Source: an optimization exercise on an open RTL-to-GDS flow (aim: small area, a short achievable clock period and few clock cycles per item). Production flows keep margins and buffers that such runs may drop.
In this exercise RTL edits were held to simulation tests only and were not proved equivalent to the original.
Power and IR drop assume default switching activity.

<file path="flow/ports.tcl">
# Sourced before global placement (PRE_GLOBAL_PLACE_TCL). global_place.tcl then calls
# buffer_ports; this wraps it so that every port still gets a buffer, but inputs get buf_1 and
# outputs buf_2 instead of the delay buffer buffer_ports picks by default.
rename buffer_ports my_std_buffer_ports
proc buffer_ports {args} {
  my_std_buffer_ports -inputs -buffer_cell sky130_fd_sc_hd__buf_1
  my_std_buffer_ports -outputs -buffer_cell sky130_fd_sc_hd__buf_2
}
</file>
<file path="standard.sh">
#!/bin/bash
# synth_recipe.tcl (not shown) runs the flow's synth.tcl, then flattens the netlist and writes it again
# the make line also repeats each setting of config.mk as NAME=value (left out here)
make -C /OpenROAD-flow-scripts/flow DESIGN_CONFIG=/design/flow/config.mk WORK_HOME=/design/flow/orfs CLKGATE_MAP_FILE= SYNTH_SCRIPT=/design/flow/synth_recipe.tcl "${@:-finish}"
</file>
<file path="config.mk">
export PLATFORM = sky130hd
export DESIGN_NAME = vs4x400_core
export DESIGN_NICKNAME = vs4x400_core
export VERILOG_FILES = /design/flow/design.v
export SDC_FILE = /design/flow/constraint.sdc
export NUM_CORES = 4
export LEC_CHECK = 0
export CAP_MARGIN = 20
export CORE_MARGIN = 2
export CORE_UTILIZATION = 55
export SLEW_MARGIN = 20
</file>
<file path="constraint.sdc">
create_clock -name core_clock -period 16.0 [get_ports {clk}]
set_input_delay 3.2000 -clock core_clock [delete_from_list [all_inputs] [get_ports {clk}]]
set_output_delay 3.2000 -clock core_clock [all_outputs]
set_load 0.01 [all_outputs]
</file>
<file path="flow/run.sh">
#!/bin/bash
# The standard layout (standard synthesis unchanged), with two changes to how the layout is
# made: every port still gets a buffer, but outputs get buf_2 and inputs buf_1 instead of the
# delay buffer buffer_ports picks by default (flow/ports.tcl); and the resizer's repair aims for setup slack
# below the clock period. Each tool's output is in orfs/logs; make's output in standard.log.
set -euo pipefail
here=$(pwd)
bash standard.sh \
  PRE_GLOBAL_PLACE_TCL="$here/flow/ports.tcl" \
  SETUP_SLACK_MARGIN=11.7 \
  finish > standard.log 2>&1
</file>
<file path="design.v">
module vs4x400_core (
    input clk, input reset,
    input start_search,
    input [9:0] vector_count,
    input [7:0] dim_size,
    output reg [11:0] mem_addr,
    input signed [63:0] mem_data,
    output [31:0] max_score,
    output reg [7:0] winner_id,
    output reg busy
);
    reg fetch;             
    reg first;             
    reg [4:0] krem;        
    wire last_word = (krem == 5'd1);
    wire done;             
    always @(posedge clk or posedge reset) begin
        if (reset) begin
            fetch <= 1'b0;
            mem_addr <= 12'd0;
        end else begin
            fetch <= start_search | (fetch & ~done);
            mem_addr <= fetch ? mem_addr + 12'd1 : 12'd0;
        end
    end
    always @(posedge clk) begin
        krem <= (~fetch | last_word) ? dim_size[7:3] : krem - 5'd1;
        first <= ~fetch | last_word;
    end
    reg [63:0] d1;
    wire [47:0] enc0;
    reg [47:0] enc1;
    assign enc0[0] = mem_data[8] ^ 1'b0;
    assign enc0[1] = (mem_data[9] & ~mem_data[8] & ~1'b0) | (~mem_data[9] & mem_data[8] & 1'b0);
    assign enc0[2] = mem_data[9];
    assign enc0[3] = mem_data[10] ^ mem_data[9];
    assign enc0[4] = (mem_data[11] & ~mem_data[10] & ~mem_data[9]) | (~mem_data[11] & mem_data[10] & mem_data[9]);
    assign enc0[5] = mem_data[11];
    assign enc0[6] = mem_data[12] ^ mem_data[11];
    assign enc0[7] = (mem_data[13] & ~mem_data[12] & ~mem_data[11]) | (~mem_data[13] & mem_data[12] & mem_data[11]);
    assign enc0[8] = mem_data[13];
    assign enc0[9] = mem_data[14] ^ mem_data[13];
    assign enc0[10] = (mem_data[15] & ~mem_data[14] & ~mem_data[13]) | (~mem_data[15] & mem_data[14] & mem_data[13]);
    assign enc0[11] = mem_data[15];
    assign enc0[12] = mem_data[24] ^ 1'b0;
    assign enc0[13] = (mem_data[25] & ~mem_data[24] & ~1'b0) | (~mem_data[25] & mem_data[24] & 1'b0);
    assign enc0[14] = mem_data[25];
    assign enc0[15] = mem_data[26] ^ mem_data[25];
    assign enc0[16] = (mem_data[27] & ~mem_data[26] & ~mem_data[25]) | (~mem_data[27] & mem_data[26] & mem_data[25]);
    assign enc0[17] = mem_data[27];
    assign enc0[18] = mem_data[28] ^ mem_data[27];
    assign enc0[19] = (mem_data[29] & ~mem_data[28] & ~mem_data[27]) | (~mem_data[29] & mem_data[28] & mem_data[27]);
    assign enc0[20] = mem_data[29];
    assign enc0[21] = mem_data[30] ^ mem_data[29];
    assign enc0[22] = (mem_data[31] & ~mem_data[30] & ~mem_data[29]) | (~mem_data[31] & mem_data[30] & mem_data[29]);
    assign enc0[23] = mem_data[31];
    assign enc0[24] = mem_data[40] ^ 1'b0;
    assign enc0[25] = (mem_data[41] & ~mem_data[40] & ~1'b0) | (~mem_data[41] & mem_data[40] & 1'b0);
    assign enc0[26] = mem_data[41];
    assign enc0[27] = mem_data[42] ^ mem_data[41];
    assign enc0[28] = (mem_data[43] & ~mem_data[42] & ~mem_data[41]) | (~mem_data[43] & mem_data[42] & mem_data[41]);
    assign enc0[29] = mem_data[43];
    assign enc0[30] = mem_data[44] ^ mem_data[43];
    assign enc0[31] = (mem_data[45] & ~mem_data[44] & ~mem_data[43]) | (~mem_data[45] & mem_data[44] & mem_data[43]);
    assign enc0[32] = mem_data[45];
    assign enc0[33] = mem_data[46] ^ mem_data[45];
    assign enc0[34] = (mem_data[47] & ~mem_data[46] & ~mem_data[45]) | (~mem_data[47] & mem_data[46] & mem_data[45]);
    assign enc0[35] = mem_data[47];
    assign enc0[36] = mem_data[56] ^ 1'b0;
    assign enc0[37] = (mem_data[57] & ~mem_data[56] & ~1'b0) | (~mem_data[57] & mem_data[56] & 1'b0);
    assign enc0[38] = mem_data[57];
    assign enc0[39] = mem_data[58] ^ mem_data[57];
    assign enc0[40] = (mem_data[59] & ~mem_data[58] & ~mem_data[57]) | (~mem_data[59] & mem_data[58] & mem_data[57]);
    assign enc0[41] = mem_data[59];
    assign enc0[42] = mem_data[60] ^ mem_data[59];
    assign enc0[43] = (mem_data[61] & ~mem_data[60] & ~mem_data[59]) | (~mem_data[61] & mem_data[60] & mem_data[59]);
    assign enc0[44] = mem_data[61];
    assign enc0[45] = mem_data[62] ^ mem_data[61];
    assign enc0[46] = (mem_data[63] & ~mem_data[62] & ~mem_data[61]) | (~mem_data[63] & mem_data[62] & mem_data[61]);
    assign enc0[47] = mem_data[63];
    reg f1;                
    reg l1;                
    reg [21:0] acc_s, acc_c;
    wire [21:0] as_q = f1 ? 22'd0 : acc_s;
    wire [21:0] ac_q = f1 ? 22'd0 : acc_c;
    wire q1;
    wire q2;
    wire q3;
    wire q4;
    wire q5;
    wire q6;
    wire q7;
    wire q8;
    wire q9;
    wire nb10;
    wire q11;
    wire q12;
    wire q13;
    wire q14;
    wire q15;
    wire q16;
    wire q17;
    wire q18;
    wire q19;
    wire nb20;
    wire q21;
    wire q22;
    wire q23;
    wire q24;
    wire q25;
    wire q26;
    wire q27;
    wire q28;
    wire q29;
    wire nb30;
    wire q31;
    wire q32;
    wire q33;
    wire q34;
    wire q35;
    wire q36;
    wire q37;
    wire q38;
    wire q39;
    wire nb40;
    wire q41;
    wire q42;
    wire q43;
    wire q44;
    wire q45;
    wire q46;
    wire q47;
    wire q48;
    wire q49;
    wire nb50;
    wire q51;
    wire q52;
    wire q53;
    wire q54;
    wire q55;
    wire q56;
    wire q57;
    wire q58;
    wire q59;
    wire nb60;
    wire q61;
    wire q62;
    wire q63;
    wire q64;
    wire q65;
    wire q66;
    wire q67;
    wire q68;
    wire q69;
    wire nb70;
    wire q71;
    wire q72;
    wire q73;
    wire q74;
    wire q75;
    wire q76;
    wire q77;
    wire q78;
    wire q79;
    wire nb80;
    wire q81;
    wire q82;
    wire q83;
    wire q84;
    wire q85;
    wire q86;
    wire q87;
    wire q88;
    wire q89;
    wire nb90;
    wire q91;
    wire q92;
    wire q93;
    wire q94;
    wire q95;
    wire q96;
    wire q97;
    wire q98;
    wire q99;
    wire nb100;
    wire q101;
    wire q102;
    wire q103;
    wire q104;
    wire q105;
    wire q106;
    wire q107;
    wire q108;
    wire q109;
    wire nb110;
    wire q111;
    wire q112;
    wire q113;
    wire q114;
    wire q115;
    wire q116;
    wire q117;
    wire q118;
    wire q119;
    wire nb120;
    wire q121;
    wire q122;
    wire q123;
    wire q124;
    wire q125;
    wire q126;
    wire q127;
    wire q128;
    wire q129;
    wire nb130;
    wire q131;
    wire q132;
    wire q133;
    wire q134;
    wire q135;
    wire q136;
    wire q137;
    wire q138;
    wire q139;
    wire nb140;
    wire q141;
    wire q142;
    wire q143;
    wire q144;
    wire q145;
    wire q146;
    wire q147;
    wire q148;
    wire q149;
    wire nb150;
    wire q151;
    wire q152;
    wire q153;
    wire q154;
    wire q155;
    wire q156;
    wire q157;
    wire q158;
    wire q159;
    wire nb160;
    wire s1;
    wire c1;
    wire s2;
    wire c2;
    wire s3;
    wire c3;
    wire s4;
    wire c4;
    wire s5;
    wire c5;
    wire s6;
    wire c6;
    wire s7;
    wire c7;
    wire s8;
    wire c8;
    wire s9;
    wire c9;
    wire s10;
    wire c10;
    wire s11;
    wire c11;
    wire s12;
    wire c12;
    wire s13;
    wire c13;
    wire s14;
    wire c14;
    wire s15;
    wire c15;
    wire s16;
    wire c16;
    wire s17;
    wire c17;
    wire s18;
    wire c18;
    wire s19;
    wire c19;
    wire s20;
    wire c20;
    wire s21;
    wire c21;
    wire s22;
    wire c22;
    wire s23;
    wire c23;
    wire s24;
    wire c24;
    wire s25;
    wire c25;
    wire s26;
    wire c26;
    wire s27;
    wire c27;
    wire s28;
    wire c28;
    wire s29;
    wire c29;
    wire s30;
    wire c30;
    wire s31;
    wire c31;
    wire s32;
    wire c32;
    wire s33;
    wire c33;
    wire s34;
    wire c34;
    wire s35;
    wire c35;
    wire s36;
    wire c36;
    wire s37;
    wire c37;
    wire s38;
    wire c38;
    wire s39;
    wire c39;
    wire s40;
    wire c40;
    wire s41;
    wire c41;
    wire s42;
    wire c42;
    wire s43;
    wire c43;
    wire s44;
    wire c44;
    wire s45;
    wire c45;
    wire s46;
    wire c46;
    wire s47;
    wire c47;
    wire s48;
    wire c48;
    wire s49;
    wire c49;
    wire s50;
    wire c50;
    wire s51;
    wire c51;
    wire s52;
    wire c52;
    wire s53;
    wire c53;
    wire s54;
    wire c54;
    wire s55;
    wire c55;
    wire s56;
    wire c56;
    wire s57;
    wire c57;
    wire s58;
    wire c58;
    wire s59;
    wire c59;
    wire s60;
    wire c60;
    wire s61;
    wire c61;
    wire s62;
    wire c62;
    wire s63;
    wire c63;
    wire s64;
    wire c64;
    wire s65;
    wire c65;
    wire s66;
    wire c66;
    wire s67;
    wire c67;
    wire s68;
    wire c68;
    wire s69;
    wire c69;
    wire s70;
    wire c70;
    wire s71;
    wire c71;
    wire s72;
    wire c72;
    wire s73;
    wire c73;
    wire s74;
    wire c74;
    wire s75;
    wire c75;
    wire s76;
    wire c76;
    wire s77;
    wire c77;
    wire s78;
    wire c78;
    wire s79;
    wire c79;
    wire s80;
    wire c80;
    wire s81;
    wire c81;
    wire s82;
    wire c82;
    wire s83;
    wire c83;
    wire s84;
    wire c84;
    wire s85;
    wire c85;
    wire s86;
    wire c86;
    wire s87;
    wire c87;
    wire s88;
    wire c88;
    wire s89;
    wire c89;
    wire s90;
    wire c90;
    wire s91;
    wire c91;
    wire s92;
    wire c92;
    wire s93;
    wire c93;
    wire s94;
    wire c94;
    wire s95;
    wire c95;
    wire s96;
    wire c96;
    wire s97;
    wire c97;
    wire s98;
    wire c98;
    wire s99;
    wire c99;
    wire s100;
    wire c100;
    wire s101;
    wire c101;
    wire s102;
    wire c102;
    wire s103;
    wire c103;
    wire s104;
    wire c104;
    wire s105;
    wire c105;
    wire s106;
    wire c106;
    wire s107;
    wire c107;
    wire s108;
    wire c108;
    wire s109;
    wire c109;
    wire s110;
    wire c110;
    wire s111;
    wire c111;
    wire s112;
    wire c112;
    wire s113;
    wire c113;
    wire s114;
    wire c114;
    wire s115;
    wire c115;
    wire s116;
    wire c116;
    wire s117;
    wire c117;
    wire s118;
    wire c118;
    wire s119;
    wire c119;
    wire s120;
    wire c120;
    wire s121;
    wire c121;
    wire s122;
    wire c122;
    wire s123;
    wire c123;
    wire s124;
    wire c124;
    wire s125;
    wire c125;
    wire s126;
    wire c126;
    wire s127;
    wire c127;
    wire s128;
    wire c128;
    wire s129;
    wire c129;
    wire s130;
    wire c130;
    wire s131;
    wire c131;
    wire s132;
    wire c132;
    wire s133;
    wire c133;
    wire s134;
    wire c134;
    wire s135;
    wire c135;
    wire s136;
    wire c136;
    wire s137;
    wire c137;
    wire s138;
    wire c138;
    wire s139;
    wire c139;
    wire s140;
    wire c140;
    wire s141;
    wire c141;
    wire s142;
    wire c142;
    wire s143;
    wire c143;
    wire s144;
    wire c144;
    wire s145;
    wire c145;
    wire s146;
    wire c146;
    wire s147;
    wire c147;
    wire s148;
    wire c148;
    wire s149;
    wire c149;
    wire s150;
    wire c150;
    wire s151;
    wire c151;
    wire s152;
    wire c152;
    wire s153;
    wire c153;
    wire s154;
    wire c154;
    wire s155;
    wire c155;
    wire s156;
    wire c156;
    wire s157;
    wire c157;
    wire s158;
    wire c158;
    wire s159;
    wire c159;
    wire s160;
    wire c160;
    wire s161;
    wire c161;
    wire s162;
    wire c162;
    wire s163;
    wire c163;
    wire s164;
    wire c164;
    wire s165;
    wire c165;
    wire s166;
    wire c166;
    wire s167;
    wire c167;
    wire s168;
    wire c168;
    wire s169;
    wire c169;
    wire s170;
    wire c170;
    wire s171;
    wire c171;
    wire s172;
    wire c172;
    wire s173;
    wire c173;
    wire s174;
    wire c174;
    wire s175;
    wire c175;
    wire s176;
    wire c176;
    assign q1 = (enc1[0] & d1[0]) ^ enc1[2];
    assign q2 = ((enc1[0] & d1[1]) | (enc1[1] & d1[0])) ^ enc1[2];
    assign q3 = ((enc1[0] & d1[2]) | (enc1[1] & d1[1])) ^ enc1[2];
    assign q4 = ((enc1[0] & d1[3]) | (enc1[1] & d1[2])) ^ enc1[2];
    assign q5 = ((enc1[0] & d1[4]) | (enc1[1] & d1[3])) ^ enc1[2];
    assign q6 = ((enc1[0] & d1[5]) | (enc1[1] & d1[4])) ^ enc1[2];
    assign q7 = ((enc1[0] & d1[6]) | (enc1[1] & d1[5])) ^ enc1[2];
    assign q8 = ((enc1[0] & d1[7]) | (enc1[1] & d1[6])) ^ enc1[2];
    assign q9 = ((enc1[0] & d1[7]) | (enc1[1] & d1[7])) ^ enc1[2];
    assign nb10 = ~q9;
    assign q11 = (enc1[3] & d1[0]) ^ enc1[5];
    assign q12 = ((enc1[3] & d1[1]) | (enc1[4] & d1[0])) ^ enc1[5];
    assign q13 = ((enc1[3] & d1[2]) | (enc1[4] & d1[1])) ^ enc1[5];
    assign q14 = ((enc1[3] & d1[3]) | (enc1[4] & d1[2])) ^ enc1[5];
    assign q15 = ((enc1[3] & d1[4]) | (enc1[4] & d1[3])) ^ enc1[5];
    assign q16 = ((enc1[3] & d1[5]) | (enc1[4] & d1[4])) ^ enc1[5];
    assign q17 = ((enc1[3] & d1[6]) | (enc1[4] & d1[5])) ^ enc1[5];
    assign q18 = ((enc1[3] & d1[7]) | (enc1[4] & d1[6])) ^ enc1[5];
    assign q19 = ((enc1[3] & d1[7]) | (enc1[4] & d1[7])) ^ enc1[5];
    assign nb20 = ~q19;
    assign q21 = (enc1[6] & d1[0]) ^ enc1[8];
    assign q22 = ((enc1[6] & d1[1]) | (enc1[7] & d1[0])) ^ enc1[8];
    assign q23 = ((enc1[6] & d1[2]) | (enc1[7] & d1[1])) ^ enc1[8];
    assign q24 = ((enc1[6] & d1[3]) | (enc1[7] & d1[2])) ^ enc1[8];
    assign q25 = ((enc1[6] & d1[4]) | (enc1[7] & d1[3])) ^ enc1[8];
    assign q26 = ((enc1[6] & d1[5]) | (enc1[7] & d1[4])) ^ enc1[8];
    assign q27 = ((enc1[6] & d1[6]) | (enc1[7] & d1[5])) ^ enc1[8];
    assign q28 = ((enc1[6] & d1[7]) | (enc1[7] & d1[6])) ^ enc1[8];
    assign q29 = ((enc1[6] & d1[7]) | (enc1[7] & d1[7])) ^ enc1[8];
    assign nb30 = ~q29;
    assign q31 = (enc1[9] & d1[0]) ^ enc1[11];
    assign q32 = ((enc1[9] & d1[1]) | (enc1[10] & d1[0])) ^ enc1[11];
    assign q33 = ((enc1[9] & d1[2]) | (enc1[10] & d1[1])) ^ enc1[11];
    assign q34 = ((enc1[9] & d1[3]) | (enc1[10] & d1[2])) ^ enc1[11];
    assign q35 = ((enc1[9] & d1[4]) | (enc1[10] & d1[3])) ^ enc1[11];
    assign q36 = ((enc1[9] & d1[5]) | (enc1[10] & d1[4])) ^ enc1[11];
    assign q37 = ((enc1[9] & d1[6]) | (enc1[10] & d1[5])) ^ enc1[11];
    assign q38 = ((enc1[9] & d1[7]) | (enc1[10] & d1[6])) ^ enc1[11];
    assign q39 = ((enc1[9] & d1[7]) | (enc1[10] & d1[7])) ^ enc1[11];
    assign nb40 = ~q39;
    assign q41 = (enc1[12] & d1[16]) ^ enc1[14];
    assign q42 = ((enc1[12] & d1[17]) | (enc1[13] & d1[16])) ^ enc1[14];
    assign q43 = ((enc1[12] & d1[18]) | (enc1[13] & d1[17])) ^ enc1[14];
    assign q44 = ((enc1[12] & d1[19]) | (enc1[13] & d1[18])) ^ enc1[14];
    assign q45 = ((enc1[12] & d1[20]) | (enc1[13] & d1[19])) ^ enc1[14];
    assign q46 = ((enc1[12] & d1[21]) | (enc1[13] & d1[20])) ^ enc1[14];
    assign q47 = ((enc1[12] & d1[22]) | (enc1[13] & d1[21])) ^ enc1[14];
    assign q48 = ((enc1[12] & d1[23]) | (enc1[13] & d1[22])) ^ enc1[14];
    assign q49 = ((enc1[12] & d1[23]) | (enc1[13] & d1[23])) ^ enc1[14];
    assign nb50 = ~q49;
    assign q51 = (enc1[15] & d1[16]) ^ enc1[17];
    assign q52 = ((enc1[15] & d1[17]) | (enc1[16] & d1[16])) ^ enc1[17];
    assign q53 = ((enc1[15] & d1[18]) | (enc1[16] & d1[17])) ^ enc1[17];
    assign q54 = ((enc1[15] & d1[19]) | (enc1[16] & d1[18])) ^ enc1[17];
    assign q55 = ((enc1[15] & d1[20]) | (enc1[16] & d1[19])) ^ enc1[17];
    assign q56 = ((enc1[15] & d1[21]) | (enc1[16] & d1[20])) ^ enc1[17];
    assign q57 = ((enc1[15] & d1[22]) | (enc1[16] & d1[21])) ^ enc1[17];
    assign q58 = ((enc1[15] & d1[23]) | (enc1[16] & d1[22])) ^ enc1[17];
    assign q59 = ((enc1[15] & d1[23]) | (enc1[16] & d1[23])) ^ enc1[17];
    assign nb60 = ~q59;
    assign q61 = (enc1[18] & d1[16]) ^ enc1[20];
    assign q62 = ((enc1[18] & d1[17]) | (enc1[19] & d1[16])) ^ enc1[20];
    assign q63 = ((enc1[18] & d1[18]) | (enc1[19] & d1[17])) ^ enc1[20];
    assign q64 = ((enc1[18] & d1[19]) | (enc1[19] & d1[18])) ^ enc1[20];
    assign q65 = ((enc1[18] & d1[20]) | (enc1[19] & d1[19])) ^ enc1[20];
    assign q66 = ((enc1[18] & d1[21]) | (enc1[19] & d1[20])) ^ enc1[20];
    assign q67 = ((enc1[18] & d1[22]) | (enc1[19] & d1[21])) ^ enc1[20];
    assign q68 = ((enc1[18] & d1[23]) | (enc1[19] & d1[22])) ^ enc1[20];
    assign q69 = ((enc1[18] & d1[23]) | (enc1[19] & d1[23])) ^ enc1[20];
    assign nb70 = ~q69;
    assign q71 = (enc1[21] & d1[16]) ^ enc1[23];
    assign q72 = ((enc1[21] & d1[17]) | (enc1[22] & d1[16])) ^ enc1[23];
    assign q73 = ((enc1[21] & d1[18]) | (enc1[22] & d1[17])) ^ enc1[23];
    assign q74 = ((enc1[21] & d1[19]) | (enc1[22] & d1[18])) ^ enc1[23];
    assign q75 = ((enc1[21] & d1[20]) | (enc1[22] & d1[19])) ^ enc1[23];
    assign q76 = ((enc1[21] & d1[21]) | (enc1[22] & d1[20])) ^ enc1[23];
    assign q77 = ((enc1[21] & d1[22]) | (enc1[22] & d1[21])) ^ enc1[23];
    assign q78 = ((enc1[21] & d1[23]) | (enc1[22] & d1[22])) ^ enc1[23];
    assign q79 = ((enc1[21] & d1[23]) | (enc1[22] & d1[23])) ^ enc1[23];
    assign nb80 = ~q79;
    assign q81 = (enc1[24] & d1[32]) ^ enc1[26];
    assign q82 = ((enc1[24] & d1[33]) | (enc1[25] & d1[32])) ^ enc1[26];
    assign q83 = ((enc1[24] & d1[34]) | (enc1[25] & d1[33])) ^ enc1[26];
    assign q84 = ((enc1[24] & d1[35]) | (enc1[25] & d1[34])) ^ enc1[26];
    assign q85 = ((enc1[24] & d1[36]) | (enc1[25] & d1[35])) ^ enc1[26];
    assign q86 = ((enc1[24] & d1[37]) | (enc1[25] & d1[36])) ^ enc1[26];
    assign q87 = ((enc1[24] & d1[38]) | (enc1[25] & d1[37])) ^ enc1[26];
    assign q88 = ((enc1[24] & d1[39]) | (enc1[25] & d1[38])) ^ enc1[26];
    assign q89 = ((enc1[24] & d1[39]) | (enc1[25] & d1[39])) ^ enc1[26];
    assign nb90 = ~q89;
    assign q91 = (enc1[27] & d1[32]) ^ enc1[29];
    assign q92 = ((enc1[27] & d1[33]) | (enc1[28] & d1[32])) ^ enc1[29];
    assign q93 = ((enc1[27] & d1[34]) | (enc1[28] & d1[33])) ^ enc1[29];
    assign q94 = ((enc1[27] & d1[35]) | (enc1[28] & d1[34])) ^ enc1[29];
    assign q95 = ((enc1[27] & d1[36]) | (enc1[28] & d1[35])) ^ enc1[29];
    assign q96 = ((enc1[27] & d1[37]) | (enc1[28] & d1[36])) ^ enc1[29];
    assign q97 = ((enc1[27] & d1[38]) | (enc1[28] & d1[37])) ^ enc1[29];
    assign q98 = ((enc1[27] & d1[39]) | (enc1[28] & d1[38])) ^ enc1[29];
    assign q99 = ((enc1[27] & d1[39]) | (enc1[28] & d1[39])) ^ enc1[29];
    assign nb100 = ~q99;
    assign q101 = (enc1[30] & d1[32]) ^ enc1[32];
    assign q102 = ((enc1[30] & d1[33]) | (enc1[31] & d1[32])) ^ enc1[32];
    assign q103 = ((enc1[30] & d1[34]) | (enc1[31] & d1[33])) ^ enc1[32];
    assign q104 = ((enc1[30] & d1[35]) | (enc1[31] & d1[34])) ^ enc1[32];
    assign q105 = ((enc1[30] & d1[36]) | (enc1[31] & d1[35])) ^ enc1[32];
    assign q106 = ((enc1[30] & d1[37]) | (enc1[31] & d1[36])) ^ enc1[32];
    assign q107 = ((enc1[30] & d1[38]) | (enc1[31] & d1[37])) ^ enc1[32];
    assign q108 = ((enc1[30] & d1[39]) | (enc1[31] & d1[38])) ^ enc1[32];
    assign q109 = ((enc1[30] & d1[39]) | (enc1[31] & d1[39])) ^ enc1[32];
    assign nb110 = ~q109;
    assign q111 = (enc1[33] & d1[32]) ^ enc1[35];
    assign q112 = ((enc1[33] & d1[33]) | (enc1[34] & d1[32])) ^ enc1[35];
    assign q113 = ((enc1[33] & d1[34]) | (enc1[34] & d1[33])) ^ enc1[35];
    assign q114 = ((enc1[33] & d1[35]) | (enc1[34] & d1[34])) ^ enc1[35];
    assign q115 = ((enc1[33] & d1[36]) | (enc1[34] & d1[35])) ^ enc1[35];
    assign q116 = ((enc1[33] & d1[37]) | (enc1[34] & d1[36])) ^ enc1[35];
    assign q117 = ((enc1[33] & d1[38]) | (enc1[34] & d1[37])) ^ enc1[35];
    assign q118 = ((enc1[33] & d1[39]) | (enc1[34] & d1[38])) ^ enc1[35];
    assign q119 = ((enc1[33] & d1[39]) | (enc1[34] & d1[39])) ^ enc1[35];
    assign nb120 = ~q119;
    assign q121 = (enc1[36] & d1[48]) ^ enc1[38];
    assign q122 = ((enc1[36] & d1[49]) | (enc1[37] & d1[48])) ^ enc1[38];
    assign q123 = ((enc1[36] & d1[50]) | (enc1[37] & d1[49])) ^ enc1[38];
    assign q124 = ((enc1[36] & d1[51]) | (enc1[37] & d1[50])) ^ enc1[38];
    assign q125 = ((enc1[36] & d1[52]) | (enc1[37] & d1[51])) ^ enc1[38];
    assign q126 = ((enc1[36] & d1[53]) | (enc1[37] & d1[52])) ^ enc1[38];
    assign q127 = ((enc1[36] & d1[54]) | (enc1[37] & d1[53])) ^ enc1[38];
    assign q128 = ((enc1[36] & d1[55]) | (enc1[37] & d1[54])) ^ enc1[38];
    assign q129 = ((enc1[36] & d1[55]) | (enc1[37] & d1[55])) ^ enc1[38];
    assign nb130 = ~q129;
    assign q131 = (enc1[39] & d1[48]) ^ enc1[41];
    assign q132 = ((enc1[39] & d1[49]) | (enc1[40] & d1[48])) ^ enc1[41];
    assign q133 = ((enc1[39] & d1[50]) | (enc1[40] & d1[49])) ^ enc1[41];
    assign q134 = ((enc1[39] & d1[51]) | (enc1[40] & d1[50])) ^ enc1[41];
    assign q135 = ((enc1[39] & d1[52]) | (enc1[40] & d1[51])) ^ enc1[41];
    assign q136 = ((enc1[39] & d1[53]) | (enc1[40] & d1[52])) ^ enc1[41];
    assign q137 = ((enc1[39] & d1[54]) | (enc1[40] & d1[53])) ^ enc1[41];
    assign q138 = ((enc1[39] & d1[55]) | (enc1[40] & d1[54])) ^ enc1[41];
    assign q139 = ((enc1[39] & d1[55]) | (enc1[40] & d1[55])) ^ enc1[41];
    assign nb140 = ~q139;
    assign q141 = (enc1[42] & d1[48]) ^ enc1[44];
    assign q142 = ((enc1[42] & d1[49]) | (enc1[43] & d1[48])) ^ enc1[44];
    assign q143 = ((enc1[42] & d1[50]) | (enc1[43] & d1[49])) ^ enc1[44];
    assign q144 = ((enc1[42] & d1[51]) | (enc1[43] & d1[50])) ^ enc1[44];
    assign q145 = ((enc1[42] & d1[52]) | (enc1[43] & d1[51])) ^ enc1[44];
    assign q146 = ((enc1[42] & d1[53]) | (enc1[43] & d1[52])) ^ enc1[44];
    assign q147 = ((enc1[42] & d1[54]) | (enc1[43] & d1[53])) ^ enc1[44];
    assign q148 = ((enc1[42] & d1[55]) | (enc1[43] & d1[54])) ^ enc1[44];
    assign q149 = ((enc1[42] & d1[55]) | (enc1[43] & d1[55])) ^ enc1[44];
    assign nb150 = ~q149;
    assign q151 = (enc1[45] & d1[48]) ^ enc1[47];
    assign q152 = ((enc1[45] & d1[49]) | (enc1[46] & d1[48])) ^ enc1[47];
    assign q153 = ((enc1[45] & d1[50]) | (enc1[46] & d1[49])) ^ enc1[47];
    assign q154 = ((enc1[45] & d1[51]) | (enc1[46] & d1[50])) ^ enc1[47];
    assign q155 = ((enc1[45] & d1[52]) | (enc1[46] & d1[51])) ^ enc1[47];
    assign q156 = ((enc1[45] & d1[53]) | (enc1[46] & d1[52])) ^ enc1[47];
    assign q157 = ((enc1[45] & d1[54]) | (enc1[46] & d1[53])) ^ enc1[47];
    assign q158 = ((enc1[45] & d1[55]) | (enc1[46] & d1[54])) ^ enc1[47];
    assign q159 = ((enc1[45] & d1[55]) | (enc1[46] & d1[55])) ^ enc1[47];
    assign nb160 = ~q159;
    assign s1 = enc1[2] ^ enc1[14] ^ enc1[26];
    assign c1 = (enc1[2] & enc1[14]) | (enc1[26] & (enc1[2] ^ enc1[14]));
    assign s2 = enc1[38] ^ as_q[0] ^ ac_q[0];
    assign c2 = (enc1[38] & as_q[0]) | (ac_q[0] & (enc1[38] ^ as_q[0]));
    assign s3 = q1 ^ q41 ^ q81;
    assign c3 = (q1 & q41) | (q81 & (q1 ^ q41));
    assign s4 = q121 ^ s1 ^ s2;
    assign c4 = (q121 & s1) | (s2 & (q121 ^ s1));
    assign s5 = as_q[1] ^ ac_q[1] ^ q2;
    assign c5 = (as_q[1] & ac_q[1]) | (q2 & (as_q[1] ^ ac_q[1]));
    assign s6 = q42 ^ q82 ^ q122;
    assign c6 = (q42 & q82) | (q122 & (q42 ^ q82));
    assign s7 = c1 ^ c2 ^ c3;
    assign c7 = (c1 & c2) | (c3 & (c1 ^ c2));
    assign s8 = c4 ^ s5 ^ s6;
    assign c8 = (c4 & s5) | (s6 & (c4 ^ s5));
    assign s9 = enc1[5] ^ enc1[17] ^ enc1[29];
    assign c9 = (enc1[5] & enc1[17]) | (enc1[29] & (enc1[5] ^ enc1[17]));
    assign s10 = enc1[41] ^ as_q[2] ^ ac_q[2];
    assign c10 = (enc1[41] & as_q[2]) | (ac_q[2] & (enc1[41] ^ as_q[2]));
    assign s11 = q3 ^ q11 ^ q43;
    assign c11 = (q3 & q11) | (q43 & (q3 ^ q11));
    assign s12 = q51 ^ q83 ^ q91;
    assign c12 = (q51 & q83) | (q91 & (q51 ^ q83));
    assign s13 = q123 ^ q131 ^ s9;
    assign c13 = (q123 & q131) | (s9 & (q123 ^ q131));
    assign s14 = s10 ^ c5 ^ c6;
    assign c14 = (s10 & c5) | (c6 & (s10 ^ c5));
    assign s15 = s11 ^ s12 ^ s13;
    assign c15 = (s11 & s12) | (s13 & (s11 ^ s12));
    assign s16 = c7 ^ c8 ^ s14;
    assign c16 = (c7 & c8) | (s14 & (c7 ^ c8));
    assign s17 = as_q[3] ^ ac_q[3] ^ q4;
    assign c17 = (as_q[3] & ac_q[3]) | (q4 & (as_q[3] ^ ac_q[3]));
    assign s18 = q12 ^ q44 ^ q52;
    assign c18 = (q12 & q44) | (q52 & (q12 ^ q44));
    assign s19 = q84 ^ q92 ^ q124;
    assign c19 = (q84 & q92) | (q124 & (q84 ^ q92));
    assign s20 = q132 ^ c9 ^ c10;
    assign c20 = (q132 & c9) | (c10 & (q132 ^ c9));
    assign s21 = c11 ^ c12 ^ c13;
    assign c21 = (c11 & c12) | (c13 & (c11 ^ c12));
    assign s22 = s17 ^ s18 ^ s19;
    assign c22 = (s17 & s18) | (s19 & (s17 ^ s18));
    assign s23 = s20 ^ c14 ^ c15;
    assign c23 = (s20 & c14) | (c15 & (s20 ^ c14));
    assign s24 = s21 ^ s22 ^ c16;
    assign c24 = (s21 & s22) | (c16 & (s21 ^ s22));
    assign s25 = enc1[8] ^ enc1[20] ^ enc1[32];
    assign c25 = (enc1[8] & enc1[20]) | (enc1[32] & (enc1[8] ^ enc1[20]));
    assign s26 = enc1[44] ^ as_q[4] ^ ac_q[4];
    assign c26 = (enc1[44] & as_q[4]) | (ac_q[4] & (enc1[44] ^ as_q[4]));
    assign s27 = q5 ^ q13 ^ q21;
    assign c27 = (q5 & q13) | (q21 & (q5 ^ q13));
    assign s28 = q45 ^ q53 ^ q61;
    assign c28 = (q45 & q53) | (q61 & (q45 ^ q53));
    assign s29 = q85 ^ q93 ^ q101;
    assign c29 = (q85 & q93) | (q101 & (q85 ^ q93));
    assign s30 = q125 ^ q133 ^ q141;
    assign c30 = (q125 & q133) | (q141 & (q125 ^ q133));
    assign s31 = s25 ^ s26 ^ c17;
    assign c31 = (s25 & s26) | (c17 & (s25 ^ s26));
    assign s32 = c18 ^ c19 ^ c20;
    assign c32 = (c18 & c19) | (c20 & (c18 ^ c19));
    assign s33 = s27 ^ s28 ^ s29;
    assign c33 = (s27 & s28) | (s29 & (s27 ^ s28));
    assign s34 = s30 ^ c21 ^ c22;
    assign c34 = (s30 & c21) | (c22 & (s30 ^ c21));
    assign s35 = s31 ^ s32 ^ s33;
    assign c35 = (s31 & s32) | (s33 & (s31 ^ s32));
    assign s36 = c23 ^ s34 ^ s35;
    assign c36 = (c23 & s34) | (s35 & (c23 ^ s34));
    assign s37 = as_q[5] ^ ac_q[5] ^ q6;
    assign c37 = (as_q[5] & ac_q[5]) | (q6 & (as_q[5] ^ ac_q[5]));
    assign s38 = q14 ^ q22 ^ q46;
    assign c38 = (q14 & q22) | (q46 & (q14 ^ q22));
    assign s39 = q54 ^ q62 ^ q86;
    assign c39 = (q54 & q62) | (q86 & (q54 ^ q62));
    assign s40 = q94 ^ q102 ^ q126;
    assign c40 = (q94 & q102) | (q126 & (q94 ^ q102));
    assign s41 = q134 ^ q142 ^ c25;
    assign c41 = (q134 & q142) | (c25 & (q134 ^ q142));
    assign s42 = c26 ^ c27 ^ c28;
    assign c42 = (c26 & c27) | (c28 & (c26 ^ c27));
    assign s43 = c29 ^ c30 ^ s37;
    assign c43 = (c29 & c30) | (s37 & (c29 ^ c30));
    assign s44 = s38 ^ s39 ^ s40;
    assign c44 = (s38 & s39) | (s40 & (s38 ^ s39));
    assign s45 = s41 ^ c31 ^ c32;
    assign c45 = (s41 & c31) | (c32 & (s41 ^ c31));
    assign s46 = c33 ^ s42 ^ s43;
    assign c46 = (c33 & s42) | (s43 & (c33 ^ s42));
    assign s47 = s44 ^ c34 ^ c35;
    assign c47 = (s44 & c34) | (c35 & (s44 ^ c34));
    assign s48 = s45 ^ s46 ^ c36;
    assign c48 = (s45 & s46) | (c36 & (s45 ^ s46));
    assign s49 = enc1[11] ^ enc1[23] ^ enc1[35];
    assign c49 = (enc1[11] & enc1[23]) | (enc1[35] & (enc1[11] ^ enc1[23]));
    assign s50 = enc1[47] ^ as_q[6] ^ ac_q[6];
    assign c50 = (enc1[47] & as_q[6]) | (ac_q[6] & (enc1[47] ^ as_q[6]));
    assign s51 = q7 ^ q15 ^ q23;
    assign c51 = (q7 & q15) | (q23 & (q7 ^ q15));
    assign s52 = q31 ^ q47 ^ q55;
    assign c52 = (q31 & q47) | (q55 & (q31 ^ q47));
    assign s53 = q63 ^ q71 ^ q87;
    assign c53 = (q63 & q71) | (q87 & (q63 ^ q71));
    assign s54 = q95 ^ q103 ^ q111;
    assign c54 = (q95 & q103) | (q111 & (q95 ^ q103));
    assign s55 = q127 ^ q135 ^ q143;
    assign c55 = (q127 & q135) | (q143 & (q127 ^ q135));
    assign s56 = q151 ^ s49 ^ s50;
    assign c56 = (q151 & s49) | (s50 & (q151 ^ s49));
    assign s57 = c37 ^ c38 ^ c39;
    assign c57 = (c37 & c38) | (c39 & (c37 ^ c38));
    assign s58 = c40 ^ c41 ^ s51;
    assign c58 = (c40 & c41) | (s51 & (c40 ^ c41));
    assign s59 = s52 ^ s53 ^ s54;
    assign c59 = (s52 & s53) | (s54 & (s52 ^ s53));
    assign s60 = s55 ^ s56 ^ c42;
    assign c60 = (s55 & s56) | (c42 & (s55 ^ s56));
    assign s61 = c43 ^ c44 ^ s57;
    assign c61 = (c43 & c44) | (s57 & (c43 ^ c44));
    assign s62 = s58 ^ s59 ^ c45;
    assign c62 = (s58 & s59) | (c45 & (s58 ^ s59));
    assign s63 = c46 ^ s60 ^ s61;
    assign c63 = (c46 & s60) | (s61 & (c46 ^ s60));
    assign s64 = c47 ^ s62 ^ s63;
    assign c64 = (c47 & s62) | (s63 & (c47 ^ s62));
    assign s65 = as_q[7] ^ ac_q[7] ^ q8;
    assign c65 = (as_q[7] & ac_q[7]) | (q8 & (as_q[7] ^ ac_q[7]));
    assign s66 = q16 ^ q24 ^ q32;
    assign c66 = (q16 & q24) | (q32 & (q16 ^ q24));
    assign s67 = q48 ^ q56 ^ q64;
    assign c67 = (q48 & q56) | (q64 & (q48 ^ q56));
    assign s68 = q72 ^ q88 ^ q96;
    assign c68 = (q72 & q88) | (q96 & (q72 ^ q88));
    assign s69 = q104 ^ q112 ^ q128;
    assign c69 = (q104 & q112) | (q128 & (q104 ^ q112));
    assign s70 = q136 ^ q144 ^ q152;
    assign c70 = (q136 & q144) | (q152 & (q136 ^ q144));
    assign s71 = c49 ^ c50 ^ c51;
    assign c71 = (c49 & c50) | (c51 & (c49 ^ c50));
    assign s72 = c52 ^ c53 ^ c54;
    assign c72 = (c52 & c53) | (c54 & (c52 ^ c53));
    assign s73 = c55 ^ c56 ^ s65;
    assign c73 = (c55 & c56) | (s65 & (c55 ^ c56));
    assign s74 = s66 ^ s67 ^ s68;
    assign c74 = (s66 & s67) | (s68 & (s66 ^ s67));
    assign s75 = s69 ^ s70 ^ c57;
    assign c75 = (s69 & s70) | (c57 & (s69 ^ s70));
    assign s76 = c58 ^ c59 ^ s71;
    assign c76 = (c58 & c59) | (s71 & (c58 ^ c59));
    assign s77 = s72 ^ s73 ^ s74;
    assign c77 = (s72 & s73) | (s74 & (s72 ^ s73));
    assign s78 = c60 ^ c61 ^ s75;
    assign c78 = (c60 & c61) | (s75 & (c60 ^ c61));
    assign s79 = s76 ^ s77 ^ c62;
    assign c79 = (s76 & s77) | (c62 & (s76 ^ s77));
    assign s80 = c63 ^ s78 ^ c64;
    assign c80 = (c63 & s78) | (c64 & (c63 ^ s78));
    assign s81 = as_q[8] ^ ac_q[8] ^ nb10;
    assign c81 = (as_q[8] & ac_q[8]) | (nb10 & (as_q[8] ^ ac_q[8]));
    assign s82 = q17 ^ q25 ^ q33;
    assign c82 = (q17 & q25) | (q33 & (q17 ^ q25));
    assign s83 = nb50 ^ q57 ^ q65;
    assign c83 = (nb50 & q57) | (q65 & (nb50 ^ q57));
    assign s84 = q73 ^ nb90 ^ q97;
    assign c84 = (q73 & nb90) | (q97 & (q73 ^ nb90));
    assign s85 = q105 ^ q113 ^ nb130;
    assign c85 = (q105 & q113) | (nb130 & (q105 ^ q113));
    assign s86 = q137 ^ q145 ^ q153;
    assign c86 = (q137 & q145) | (q153 & (q137 ^ q145));
    assign s87 = c65 ^ c66 ^ c67;
    assign c87 = (c65 & c66) | (c67 & (c65 ^ c66));
    assign s88 = c68 ^ c69 ^ c70;
    assign c88 = (c68 & c69) | (c70 & (c68 ^ c69));
    assign s89 = s81 ^ s82 ^ s83;
    assign c89 = (s81 & s82) | (s83 & (s81 ^ s82));
    assign s90 = s84 ^ s85 ^ s86;
    assign c90 = (s84 & s85) | (s86 & (s84 ^ s85));
    assign s91 = c71 ^ c72 ^ c73;
    assign c91 = (c71 & c72) | (c73 & (c71 ^ c72));
    assign s92 = c74 ^ s87 ^ s88;
    assign c92 = (c74 & s87) | (s88 & (c74 ^ s87));
    assign s93 = s89 ^ s90 ^ c75;
    assign c93 = (s89 & s90) | (c75 & (s89 ^ s90));
    assign s94 = c76 ^ c77 ^ s91;
    assign c94 = (c76 & c77) | (s91 & (c76 ^ c77));
    assign s95 = s92 ^ c78 ^ s93;
    assign c95 = (s92 & c78) | (s93 & (s92 ^ c78));
    assign s96 = s94 ^ c79 ^ s95;
    assign c96 = (s94 & c79) | (s95 & (s94 ^ c79));
    assign s97 = as_q[9] ^ ac_q[9] ^ q18;
    assign c97 = (as_q[9] & ac_q[9]) | (q18 & (as_q[9] ^ ac_q[9]));
    assign s98 = q26 ^ q34 ^ q58;
    assign c98 = (q26 & q34) | (q58 & (q26 ^ q34));
    assign s99 = q66 ^ q74 ^ q98;
    assign c99 = (q66 & q74) | (q98 & (q66 ^ q74));
    assign s100 = q106 ^ q114 ^ q138;
    assign c100 = (q106 & q114) | (q138 & (q106 ^ q114));
    assign s101 = q146 ^ q154 ^ c81;
    assign c101 = (q146 & q154) | (c81 & (q146 ^ q154));
    assign s102 = c82 ^ c83 ^ c84;
    assign c102 = (c82 & c83) | (c84 & (c82 ^ c83));
    assign s103 = c85 ^ c86 ^ s97;
    assign c103 = (c85 & c86) | (s97 & (c85 ^ c86));
    assign s104 = s98 ^ s99 ^ s100;
    assign c104 = (s98 & s99) | (s100 & (s98 ^ s99));
    assign s105 = c87 ^ c88 ^ c89;
    assign c105 = (c87 & c88) | (c89 & (c87 ^ c88));
    assign s106 = c90 ^ s101 ^ s102;
    assign c106 = (c90 & s101) | (s102 & (c90 ^ s101));
    assign s107 = s103 ^ s104 ^ c91;
    assign c107 = (s103 & s104) | (c91 & (s103 ^ s104));
    assign s108 = c92 ^ s105 ^ s106;
    assign c108 = (c92 & s105) | (s106 & (c92 ^ s105));
    assign s109 = c93 ^ c94 ^ s107;
    assign c109 = (c93 & c94) | (s107 & (c93 ^ c94));
    assign s110 = s108 ^ c95 ^ s109;
    assign c110 = (s108 & c95) | (s109 & (s108 ^ c95));
    assign s111 = 1'b1 ^ as_q[10] ^ ac_q[10];
    assign c111 = (1'b1 & as_q[10]) | (ac_q[10] & (1'b1 ^ as_q[10]));
    assign s112 = nb20 ^ q27 ^ q35;
    assign c112 = (nb20 & q27) | (q35 & (nb20 ^ q27));
    assign s113 = nb60 ^ q67 ^ q75;
    assign c113 = (nb60 & q67) | (q75 & (nb60 ^ q67));
    assign s114 = nb100 ^ q107 ^ q115;
    assign c114 = (nb100 & q107) | (q115 & (nb100 ^ q107));
    assign s115 = nb140 ^ q147 ^ q155;
    assign c115 = (nb140 & q147) | (q155 & (nb140 ^ q147));
    assign s116 = s111 ^ c97 ^ c98;
    assign c116 = (s111 & c97) | (c98 & (s111 ^ c97));
    assign s117 = c99 ^ c100 ^ s112;
    assign c117 = (c99 & c100) | (s112 & (c99 ^ c100));
    assign s118 = s113 ^ s114 ^ s115;
    assign c118 = (s113 & s114) | (s115 & (s113 ^ s114));
    assign s119 = c101 ^ c102 ^ c103;
    assign c119 = (c101 & c102) | (c103 & (c101 ^ c102));
    assign s120 = c104 ^ s116 ^ s117;
    assign c120 = (c104 & s116) | (s117 & (c104 ^ s116));
    assign s121 = s118 ^ c105 ^ c106;
    assign c121 = (s118 & c105) | (c106 & (s118 ^ c105));
    assign s122 = s119 ^ s120 ^ c107;
    assign c122 = (s119 & s120) | (c107 & (s119 ^ s120));
    assign s123 = c108 ^ s121 ^ c109;
    assign c123 = (c108 & s121) | (c109 & (c108 ^ s121));
    assign s124 = s122 ^ c110 ^ s123;
    assign c124 = (s122 & c110) | (s123 & (s122 ^ c110));
    assign s125 = 1'b1 ^ as_q[11] ^ ac_q[11];
    assign c125 = (1'b1 & as_q[11]) | (ac_q[11] & (1'b1 ^ as_q[11]));
    assign s126 = q28 ^ q36 ^ q68;
    assign c126 = (q28 & q36) | (q68 & (q28 ^ q36));
    assign s127 = q76 ^ q108 ^ q116;
    assign c127 = (q76 & q108) | (q116 & (q76 ^ q108));
    assign s128 = q148 ^ q156 ^ c111;
    assign c128 = (q148 & q156) | (c111 & (q148 ^ q156));
    assign s129 = s125 ^ c112 ^ c113;
    assign c129 = (s125 & c112) | (c113 & (s125 ^ c112));
    assign s130 = c114 ^ c115 ^ s126;
    assign c130 = (c114 & c115) | (s126 & (c114 ^ c115));
    assign s131 = s127 ^ s128 ^ c116;
    assign c131 = (s127 & s128) | (c116 & (s127 ^ s128));
    assign s132 = c117 ^ c118 ^ s129;
    assign c132 = (c117 & c118) | (s129 & (c117 ^ c118));
    assign s133 = s130 ^ c119 ^ c120;
    assign c133 = (s130 & c119) | (c120 & (s130 ^ c119));
    assign s134 = s131 ^ s132 ^ c121;
    assign c134 = (s131 & s132) | (c121 & (s131 ^ s132));
    assign s135 = s133 ^ c122 ^ s134;
    assign c135 = (s133 & c122) | (s134 & (s133 ^ c122));
    assign s136 = c123 ^ s135;
    assign c136 = c123 & s135;
    assign s137 = as_q[12] ^ ac_q[12] ^ nb30;
    assign c137 = (as_q[12] & ac_q[12]) | (nb30 & (as_q[12] ^ ac_q[12]));
    assign s138 = q37 ^ nb70 ^ q77;
    assign c138 = (q37 & nb70) | (q77 & (q37 ^ nb70));
    assign s139 = nb110 ^ q117 ^ nb150;
    assign c139 = (nb110 & q117) | (nb150 & (nb110 ^ q117));
    assign s140 = q157 ^ c125 ^ c126;
    assign c140 = (q157 & c125) | (c126 & (q157 ^ c125));
    assign s141 = c127 ^ c128 ^ s137;
    assign c141 = (c127 & c128) | (s137 & (c127 ^ c128));
    assign s142 = s138 ^ s139 ^ c129;
    assign c142 = (s138 & s139) | (c129 & (s138 ^ s139));
    assign s143 = c130 ^ s140 ^ s141;
    assign c143 = (c130 & s140) | (s141 & (c130 ^ s140));
    assign s144 = c131 ^ c132 ^ s142;
    assign c144 = (c131 & c132) | (s142 & (c131 ^ c132));
    assign s145 = s143 ^ c133 ^ s144;
    assign c145 = (s143 & c133) | (s144 & (s143 ^ c133));
    assign s146 = c134 ^ s145 ^ c135;
    assign c146 = (c134 & s145) | (c135 & (c134 ^ s145));
    assign s147 = 1'b1 ^ as_q[13] ^ ac_q[13];
    assign c147 = (1'b1 & as_q[13]) | (ac_q[13] & (1'b1 ^ as_q[13]));
    assign s148 = q38 ^ q78 ^ q118;
    assign c148 = (q38 & q78) | (q118 & (q38 ^ q78));
    assign s149 = q158 ^ s147 ^ c137;
    assign c149 = (q158 & s147) | (c137 & (q158 ^ s147));
    assign s150 = c138 ^ c139 ^ s148;
    assign c150 = (c138 & c139) | (s148 & (c138 ^ c139));
    assign s151 = c140 ^ c141 ^ s149;
    assign c151 = (c140 & c141) | (s149 & (c140 ^ c141));
    assign s152 = s150 ^ c142 ^ c143;
    assign c152 = (s150 & c142) | (c143 & (s150 ^ c142));
    assign s153 = s151 ^ c144 ^ s152;
    assign c153 = (s151 & c144) | (s152 & (s151 ^ c144));
    assign s154 = c145 ^ s153;
    assign c154 = c145 & s153;
    assign s155 = as_q[14] ^ ac_q[14] ^ nb40;
    assign c155 = (as_q[14] & ac_q[14]) | (nb40 & (as_q[14] ^ ac_q[14]));
    assign s156 = nb80 ^ nb120 ^ nb160;
    assign c156 = (nb80 & nb120) | (nb160 & (nb80 ^ nb120));
    assign s157 = c147 ^ c148 ^ s155;
    assign c157 = (c147 & c148) | (s155 & (c147 ^ c148));
    assign s158 = s156 ^ c149 ^ c150;
    assign c158 = (s156 & c149) | (c150 & (s156 ^ c149));
    assign s159 = s157 ^ c151 ^ s158;
    assign c159 = (s157 & c151) | (s158 & (s157 ^ c151));
    assign s160 = c152 ^ s159 ^ c153;
    assign c160 = (c152 & s159) | (c153 & (c152 ^ s159));
    assign s161 = 1'b1 ^ as_q[15] ^ ac_q[15];
    assign c161 = (1'b1 & as_q[15]) | (ac_q[15] & (1'b1 ^ as_q[15]));
    assign s162 = s161 ^ c155 ^ c156;
    assign c162 = (s161 & c155) | (c156 & (s161 ^ c155));
    assign s163 = c157 ^ s162 ^ c158;
    assign c163 = (c157 & s162) | (c158 & (c157 ^ s162));
    assign s164 = c159 ^ s163 ^ c160;
    assign c164 = (c159 & s163) | (c160 & (c159 ^ s163));
    assign s165 = as_q[16] ^ ac_q[16] ^ c161;
    assign c165 = (as_q[16] & ac_q[16]) | (c161 & (as_q[16] ^ ac_q[16]));
    assign s166 = s165 ^ c162 ^ c163;
    assign c166 = (s165 & c162) | (c163 & (s165 ^ c162));
    assign s167 = 1'b1 ^ as_q[17] ^ ac_q[17];
    assign c167 = (1'b1 & as_q[17]) | (ac_q[17] & (1'b1 ^ as_q[17]));
    assign s168 = s167 ^ c165 ^ c166;
    assign c168 = (s167 & c165) | (c166 & (s167 ^ c165));
    assign s169 = 1'b1 ^ as_q[18] ^ ac_q[18];
    assign c169 = (1'b1 & as_q[18]) | (ac_q[18] & (1'b1 ^ as_q[18]));
    assign s170 = c167 ^ s169 ^ c168;
    assign c170 = (c167 & s169) | (c168 & (c167 ^ s169));
    assign s171 = 1'b1 ^ as_q[19] ^ ac_q[19];
    assign c171 = (1'b1 & as_q[19]) | (ac_q[19] & (1'b1 ^ as_q[19]));
    assign s172 = c169 ^ s171;
    assign c172 = c169 & s171;
    assign s173 = 1'b1 ^ as_q[20] ^ ac_q[20];
    assign c173 = (1'b1 & as_q[20]) | (ac_q[20] & (1'b1 ^ as_q[20]));
    assign s174 = c171 ^ s173 ^ c172;
    assign c174 = (c171 & s173) | (c172 & (c171 ^ s173));
    assign s175 = 1'b1 ^ as_q[21] ^ ac_q[21];
    assign c175 = (1'b1 & as_q[21]) | (ac_q[21] & (1'b1 ^ as_q[21]));
    assign s176 = c173 ^ s175 ^ c174;
    assign c176 = (c173 & s175) | (c174 & (c173 ^ s175));
    wire [21:0] acc_s_d = {s176, s174, s172, s170, s168, s166, s164, c154, s154, c136, c124, s124, c96, c80, s79, c48, s47, c24, s23, s15, s7, s3};
    wire [21:0] acc_c_d = {1'b0, 1'b0, c170, 1'b0, 1'b0, c164, 1'b0, s160, c146, s146, s136, 1'b0, s110, s96, s80, s64, s48, s36, s24, s16, s8, s4};
    always @(posedge clk or posedge reset) begin
        if (reset)
            l1 <= 1'b0;
        else
            l1 <= fetch & last_word & ~done;
    end
    always @(posedge clk) begin
        d1 <= mem_data;
        enc1 <= enc0;
        f1 <= first;
        acc_s <= acc_s_d;
        acc_c <= acc_c_d;
    end
    reg d2;                
    reg [7:0] vid;         
    reg [21:0] best;
    reg best31;
    wire [8:0] vid_next = {1'b0, vid} + 9'd1;
    assign done = d2 & (vid_next == vector_count[8:0]);
    wire signed [21:0] score = acc_s + acc_c;
    wire take = d2 & ((vid == 8'd0) | (score > $signed(best)));
    always @(posedge clk or posedge reset) begin
        if (reset) begin
            d2 <= 1'b0;
            busy <= 1'b0;
            best <= 22'd1;
            best31 <= 1'b1;
            winner_id <= 8'hFF;
        end else begin
            d2 <= l1 & ~done;
            busy <= start_search | (busy & ~done);
            if (take) begin
                best <= score;
                best31 <= score[21];
                winner_id <= vid;
            end
        end
    end
    always @(posedge clk) begin
        vid <= ~busy ? 8'd0 : (d2 ? vid_next[7:0] : vid);
    end
    assign max_score = {best31, {9{best[21]}}, best};
endmodule
</file>
==> impl_metrics.tcl <==
set metrics [dict create \
    setup_viol 0 \
    fin_crit_sh 0.268 \
    grt_pass1_vias 9410 \
    grt_pass1_wl_um 51400 \
    clock_skew_ps 20.6 \
    area_delta_synth_final_pct 11.6 \
    die_h_um 163 \
    yosysMostFrequentCell "inv_1" \
    fp.dieW_um 163 \
    netlist_instances 1360 \
    setup-tns-final_ps 0 \
    drive_gt1_frac 0.152 \
    finalMaxSlewViolations 0 \
    p_total_mw 4.10 \
    root_buffer "clkbuf_16" \
    crit_path_max_incr_delay_ps 550 \
    hold_buffers 0 \
    synth_edf_count 0 \
    grt.busiest_layer "met2" \
    fin_cells 1777 \
    vias 9360 \
    place.port_buffers 133 \
    fillers 2134 \
    ys_seq_area_frac 0.276 \
    dp_cells 1728 \
    ir_drop_mv 0.191 \
    antenna_found_initial 0 \
    critPathKind "flop to primary output" \
    cp-end-kind "primary output" \
    fmax_ghz 0.233 \
    crit_required_ps 12800 \
    clk_path_buf_depth 2 \
    drc 0 \
    nets 1732 \
    p_leak_nw 6.90 \
    path_clk_slew_ps 80 \
    io_pins 138 \
    tightestPinTransition_ps 812 \
    die_area_mm2 0.0266 \
    maxCapViolCount 0 \
    start_util 0.557 \
    cpMaxStageDelayCell "dfstp_2" \
    cts_tree "done" \
    syn_nets 1658 \
    diodes 0 \
    netlist_area_mm2 0.0139 \
    grt_max_degree 48 \
    hold_viol_final 0 \
    netlist_top_cells_count "187 x inv_1, 164 x fa_1, 136 x xnor2_1, 133 x dfxtp_1, 112 x a22oi_1" \
    grt_use_total 0.254 \
    power_density_mw_per_mm2 263 \
    grt-ovfl-total 0 \
    clk_latency_ps 440 \
    dr.pass1.iters 5 \
    synth_area_leaders "fa_1 24%, dfxtp_1 19%, xnor2_1 8.5%, dfrtp_1 6.6%, a22oi_1 6.0%" \
    wl_um 32500 \
    setup_ws_ps 11710 \
    drt_iter0_drc 690 \
    met2_usage 0.419 \
    detail_route.wl_per_cell_um 18.3 \
    synth_ff_type "dfxtp_1" \
    vias_per_cell 5.27 \
    dp_hpwl_um 25800 \
    synth_top_cell_by_area "fa_1" \
    cp_top_family "flip-flops" \
    synth-seq-cells 180 \
    synth_top_cell_area_share 0.236 \
    ys_warn_count 1 \
    clkSinkCount 180 \
    crit_fanout 2 \
    rsz0062_at_grt "true" \
    grt_use_met1 0.333 \
    drtAntennaViolNets 0 \
    gp_congestion 0.941 \
    ys_types 63 \
    core_mm2 0.0250 \
    hold_path_class "flop to flop" \
    numCtsBuffers 17 \
    crit_buf_inv 1 \
    postSynthAreaPerCell_um2 10.2 \
    status "timing/DRC/antenna clean" \
    finalCriticalPeriod_ps 4290 \
    cp-start-kind "flop" \
    place_ws_ps 11340 \
    cp_data_arrival_time_ps 1090 \
    rows 58 \
    htree_levels 4 \
    cp_cell_sequence "buf_6" \
    grtUsageMet3 0.0399 \
    async_flop_share 0.261 \
    slew_headroom 0.451 \
]
-- worst reg2reg max path: cells and delay by family (launching register included) --
kind | cells | cell delay, ps
adder cells (fa/ha/maj) | 8 | 3410
buffers and inverters | 2 | 200
flip-flops | 1 | 360
AND/OR/NAND/NOR | 1 | 150
-- stage by stage --
stage / utilization / area (µm²) / hold slack, ps
5_1_grt: 0.621 / 15600 / 332
3_5_place_dp: 0.579 / 14500 / 314
4_1_cts: 0.613 / 15300 / 329
6_report: 0.621 / 15600 / 326
3_3_place_gp: 0.579 / 14500 / 313
2_1_floorplan: - / 13900 / 310
-- layout by cell type (no fill, tap or decap), drive strengths merged, types with 3 or more instances in the layout --
cell type	netlist	layout
nand4	8	8
nand2b	41	41
o211ai	5	5
dfxtp	133	133
mux2i	4	4
clkinvlp	0	3
a31oi	4	4
o21ai	51	51
nor3	4	4
dfrtp	37	37
a22oi	112	112
a21oi	20	20
clkbuf	78	20
clkinv	3	6
ha	49	49
a21boi	4	4
fa	164	164
a211oi	3	3
o311ai	3	3
o21a	3	3
a21o	16	16
nand3	17	17
nor2b	24	24
dfstp	10	10
mux2	30	30
nor4b	3	3
xor2	67	67
inv	193	200
nand3b	13	13
xnor2	136	136
buf	19	149
and2	16	16
nand2	41	41
nor2	20	20
and3	11	11
or3	3	3
-- cell type report --
| type | instances | area (µm²) | share of cell area |
|---|---|---|---|
| multi-input cells | 887 | 9060 | 0.583 |
| flip-flops and latches | 180 | 3890 | 0.250 |
| repair buffers | 152 | 877 | 0.0564 |
| inverters | 196 | 741 | 0.0476 |
| clock buffers | 18 | 429 | 0.0276 |
| well taps | 330 | 413 | 0.0265 |
| clock inverters | 14 | 138 | 0.00885 |
-- per-layer routing --
layer  vias to the layer above  part of all wire
met5                         -                 0
met2                       261              0.48
met3                        53             0.044
met4                         0             0.042
li1                       4513                 -
met1                      4533              0.43
-- final timing paths --
kind | startpoint | to | slack [ps] | depth (start not counted)
max | winner_id[3]$_DFFE_PP1P_ | winner_id[3] | 11710 | 1
min | first$_DFF_P_ | f1$_DFF_P_ | 330 | 0
max reg2reg | f1$_DFF_P_ | acc_s[10]$_DFF_P_ | 11760 | 11
min reg2reg | first$_DFF_P_ | f1$_DFF_P_ | 330 | 0
max in group asynchronous | reset | busy$_DFF_PP0_ | 12580 | 2
min in group asynchronous | reset | mem_addr[5]$_DFF_PP0_ | 2850 | 2
-- flip-flops by register name (all words and copies together), names as in the netlist, 5 cells and up --
register   cells
best          22
acc_c         16
d1            32
mem_addr      12
winner_id      8
vid            8
enc1          48
krem           5
acc_s         22
-- where the power goes --
| part | internal (mW) | switching (mW) |
|---|---|---|
| Clock | 0.219 | 0.202 |
| Combinational | 1.33 | 1.56 |
| Sequential | 0.652 | 0.131 |
-- cell families after synthesis --
| logic type | Yosys count | synth area share |
|---|---|---|
| xor gates and xnor gates | 203 | 0.128 |
| and+or+nand+nor | 209 | 0.0849 |
| DFF | 180 | 0.276 |
| adders and majority gates | 213 | 0.280 |
| AOI/OAI and AO/OA | 228 | 0.112 |
| buffers and inverters | 293 | 0.0845 |
| muxes | 34 | 0.0349 |
-- timing repair --
action                     4_1_cts  5_1_grt
setup endpoints to repair       53       52
buffers inserted                 6        8
pin swaps                        6       22
cloned                           2        1
resized for setup               36       44
Testbench counts, summed over its fixed seeds: cycles 76,099, words 75,811.

-- re-timing with driven ports --
The results above use ideal ports. As a check the final layout listed here was re-extracted and re-timed, cells and wires unchanged. Step 1, drivers: a clkbuf_16 drives clk and a buf_2 each remaining input, both assumed. Step 2 moves the port delays by t, midway between the first and last clock arrival at a register: inputs arrive t later, outputs are due t later. That takes back most of the time a late clock gives input paths. Three values: ideal ports, drivers, drivers and shift; two values: the first two.
t, ns: 0.483
setup slack, ns: 11.712 / 11.661 / 11.429
worst setup path after step 2: input to register
latest minus earliest clock arrival (ns): 0.021 / 0.021
worst slew at a driven data input, ns: 0.04
After both steps setup and hold are still met in this run. The setup slack of this run moves by -0.051 ns with the drivers and by -0.283 ns with both steps.
